This is an optimization exercise on Yosys and OpenROAD, whose aim is small area, not a production implementation.
In this exercise RTL edits were held to simulation tests only and were not proved equivalent to the original.
The clock input has no modelled driver; a real chip could not lean on it and would need a root buffer or a full tree.
Power is estimated from default activity; no workload was simulated.

## wave_wrapper
module wave_wrapper(
 input clk,
 input rst,
 input enable,
 input [2:0] wave_in_wrapper,
 input [2:0] amp_wrapper,
 input [1:0] dc_wrapper,
 input [1:0] sel_f_wrapper,
 input [1:0] noise_sel,
 input [2:0] noise_amp,
 output [23:0] wave_out
);
For scale: about 1300 cells after synthesis, roughly 110 flip-flops, about 42 I/O pins, ~0.0090 mm2 of cells after synthesis.
clock: 10.0 ns
lec_check: 0
abc_area: 1
cap_margin: 20
core_margin: 2
core_utilization: 40
gpl_timing_driven: 0
slew_margin: 20
standard.sh (not shown) runs the stock make flow with config.mk's settings and CLKGATE_MAP_FILE= SYNTH_SCRIPT=/design/flow/synth_recipe.tcl, a recipe that flattens the netlist after the stock synthesis.
==> flow/flow/run.sh <==
#!/bin/bash
# Layout flow: the standard ORFS flow (standard.sh) with three changes,
# made in a copy of the ORFS scripts:
#  - synthesis uses flow/abc_area.script as its ABC script (area-oriented
#    mapping of the logic between the registers; the registers themselves
#    are the standard synthesis's, untouched);
#  - port buffers use the smallest buffer cell;
#  - the clock tree is built by flow/clock_tree.tcl (four clock buffers,
#    each driving one quarter of the flip-flops) in place of TritonCTS; the
#    rest of the CTS step (timing repair, legalisation) is ORFS's.
# make's output goes to flow_make.log; each ORFS step logs to orfs/logs/.
set -euo pipefail
here=$(pwd)
rm -rf "$here/scripts"
cp -r "$FLOW_HOME/scripts" "$here/scripts"
cp "$here/flow/abc_area.script" "$here/scripts/abc_area.script"
cp "$here/flow/clock_tree.tcl" "$here/scripts/clock_tree.tcl"
grep -q 'log_cmd clock_tree_synthesis {\*}$cts_args' "$here/scripts/cts.tcl"
sed -i 's|log_cmd clock_tree_synthesis {\*}$cts_args|source $::env(SCRIPTS_DIR)/clock_tree.tcl|' "$here/scripts/cts.tcl"
bash standard.sh SCRIPTS_DIR="$here/scripts" \
  "BUFFER_PORTS_ARGS=-buffer_cell sky130_fd_sc_hd__buf_1" \
  finish > "$here/flow_make.log" 2>&1
Other scripts of this flow, unchanged in this note and not shown: flow/flow/abc_area.script, flow/flow/clock_tree.tcl
The first run finished clean.
Edit:
--- a/flow/flow/run.sh
+++ b/flow/flow/run.sh
@@ -8,4 +8,4 @@
 #  - the clock tree is built by flow/clock_tree.tcl (four clock buffers,
-#    each driving one quarter of the flip-flops) in place of TritonCTS; the
-#    rest of the CTS step (timing repair, legalisation) is ORFS's.
+#    each driving one quarter of the flip-flops) in place of TritonCTS;
+#    the rest of the CTS step (timing repair, legalisation) is ORFS's.
 # make's output goes to flow_make.log; each ORFS step logs to orfs/logs/.
Result: Die area does not change; first-iteration DRC count does not change; final area stays the same; routed wire length does not change; setup slack is unchanged; sequential power barely changes; via count is unchanged; register-to-register slack stays flat; power is unchanged; global-route usage does not change; core utilization does not change.
No run of this note takes its clock network from TritonCTS; it comes from the design's own scripts or RTL.

---

## v1
wave_wrapper, a different RTL version from the one above (not shown whole).
For scale: about 1100 cells after synthesis, ~110 flip-flops.
==> flow/config.mk <==
export PLATFORM = sky130hd
export DESIGN_NAME = wave_wrapper
export DESIGN_NICKNAME = wave_wrapper
export VERILOG_FILES = /design/flow/design.v
export SDC_FILE = /design/flow/constraint.sdc
export NUM_CORES = 8
export LEC_CHECK = 0
export ABC_AREA = 1
export CAP_MARGIN = 20
export CORE_MARGIN = 2
export CORE_UTILIZATION = 40
export GPL_TIMING_DRIVEN = 0
export SLEW_MARGIN = 20
==> flow/constraint.sdc <==
create_clock -name core_clock -period 10.0 [get_ports {clk}]
set_input_delay 2.0000 -clock core_clock [delete_from_list [all_inputs] [get_ports {clk}]]
set_output_delay 2.0000 -clock core_clock [all_outputs]
set_load 0.01 [all_outputs]
==> flow/flow/run.sh <==
#!/bin/bash
# Layout flow: the standard ORFS flow (standard.sh) with three changes,
# made in a copy of the ORFS scripts:
#  - synthesis uses flow/abc_area.script as its ABC script (area-oriented
#    mapping of the logic between the registers; the registers themselves
#    are the standard synthesis's, untouched);
#  - port buffers use the smallest buffer cell;
#  - the clock tree is built by flow/clock_tree.tcl (four clock buffers,
#    each driving one quarter of the flip-flops) in place of TritonCTS; the
#    rest of the CTS step (timing repair, legalisation) is ORFS's.
# make's output goes to flow_make.log; each ORFS step logs to orfs/logs/.
set -euo pipefail
here=$(pwd)
rm -rf "$here/scripts"
cp -r "$FLOW_HOME/scripts" "$here/scripts"
cp "$here/flow/abc_area.script" "$here/scripts/abc_area.script"
cp "$here/flow/clock_tree.tcl" "$here/scripts/clock_tree.tcl"
grep -q 'log_cmd clock_tree_synthesis {\*}$cts_args' "$here/scripts/cts.tcl"
sed -i 's|log_cmd clock_tree_synthesis {\*}$cts_args|source $::env(SCRIPTS_DIR)/clock_tree.tcl|' "$here/scripts/cts.tcl"
bash standard.sh SCRIPTS_DIR="$here/scripts" \
  "BUFFER_PORTS_ARGS=-buffer_cell sky130_fd_sc_hd__buf_1" \
  finish > "$here/flow_make.log" 2>&1
==> flow/flow/abc_area.script <==
strash
&get -n
&deepsyn -T 200
&dc2
&dch
&nf -p -R 1000 -F 8 -C 32
&put
topo
Other scripts of this flow, unchanged in this note and not shown: flow/flow/clock_tree.tcl
v1 | status: complete | timing, DRC, antenna: pass
Setup changes, v1 to v33
- swapping 20 for 0 in SLEW_MARGIN
- swapping 20 for 0 in CAP_MARGIN
--- a/flow/flow/abc_area.script
+++ b/flow/flow/abc_area.script
@@ -3,3 +3,2 @@
 &deepsyn -T 200
-&dc2
 &dch
### Flow results
- Taking v1 as the reference, in v33 clock transition at the register clock pins on the worst setup and hold paths after CTS flat, final core utilization fell by 0.51 points, total buffers and inverters traversed by the critical path has decreased.
- On die area, v33 and v1 are basically level.
- Going from v1 to v33, routability congestion estimate shrank slightly.
- Combined area of the multi-input logic cells delta for v33 relative to v1: 0.80% lower
- The lower number of instances resized during post-cts repair came out of v1.
- Of the two candidates, v1 has the worse total half-perimeter wirelength after legalization and detailed placement and v33 the better one.
- Count of non-filler cells in the finished layout in v33 is 19 below v1.
- Run comparison: v33 first element of the critical path aqq[1]; v1 first element of the critical path aqq[0]
- Compare v33 and v1 | post-synthesis compound-gate area fraction lower: v1
- The global router's overall resource usage of v33 and that of v1 are within noise of each other.
diff inputs: v33 => v10
- a change of CORE_UTILIZATION from 40 to 60
[summary]
Note that the detailed-route wire length on metal 1 recorded for v10 amounts to 0.836 times the value seen in v33.
v10: combinational power about 0.9% above v33
v10 reports a higher peak clock frequency supported by timing than v33 does.
Max wire length across v10 and v33: v33
Max worst hold slack across v10 and v33: v33
Looking at beginning of the critical path, the aqq[1] result is from v33; the aqq[4] one comes from v10.
[flow] v10 | stages: complete | final checks: fail | reason: capacitance limit, slew limit
v10 against v33: number of buffers and inverters on the critical path stayed essentially flat, total power decreased by 0.73% relative to the old numbers, first-iteration detailed-routing DRC count +about 80%, global-route usage now sits higher, portion of the clock cycle consumed by the worst path in the final layout went down.
Modified inputs, v48 compared to v10
- a change of CAP_MARGIN from 0 to 20
- a change of CORE_UTILIZATION from 60 to 40
- a change of SLEW_MARGIN from 0 to 20
Findings:
v48 closes out successfully: all stages finished, all timing, DRC and antenna checks passed.
Comparing v48 and v10, the higher number of slew-limit violations in the final report was measured on v10.
Summary of v48 over v10: horizontal die dimension now sits higher; post-detailed-placement cell area now sits higher; number of instances resized during post-cts repair now sits lower; multi-input combinational area share now sits lower; hold slack now sits higher.
The launching element of the worst setup path comes out aqq[4] in one run and aqq[0] in the other, namely in v10 and v48 respectively.
Comparing reported leakage power for v48 and v10, the smaller number came from v10.
When v48 is measured against v10, its routed metal-1 wire length turns out about 21% higher.
Initial DRC count was higher in the run labelled v10.
In every run of this note, the design's own scripts or RTL, not TritonCTS, make the clock network.

## static timing again, ports no longer ideal
In the flow no input, the clock included, has a driving cell. The finished layouts below were timed again as built, in two steps.
Step 1, drivers: a clkbuf_16 drives clk and a buf_2 each remaining input, both assumed.
Step 2, shift: input delay + t, output delay - t, t = (earliest + latest rising clock arrival at the registers) / 2. This alone moves slack from input paths to output paths.
a / b / c = ideal ports / drivers / drivers and shift; a / b = the first two.
run	t, ns	setup WS [ns]	clock arrival spread, ns	worst register clock-pin slew, ns	worst slew at a driven data input, ns
the first run of note 1	0.243	0.415 / 0.415 / 0.389	0.013 / 0.012	0.10 / 0.10	0.07
the second run of note 1	0.243	0.415 / 0.415 / 0.389	0.013 / 0.012	0.10 / 0.10	0.07
v1	0.240	0.537 / 0.537 / 0.537	0.008 / 0.008	0.10 / 0.10	0.04
v33	0.246	0.273 / 0.273 / 0.273	0.013 / 0.013	0.11 / 0.11	0.04
v10	0.243	0.489 / 0.489 / 0.489	0.018 / 0.017	0.11 / 0.11	0.05
v48	0.244	0.402 / 0.402 / 0.402	0.012 / 0.012	0.11 / 0.11	0.04
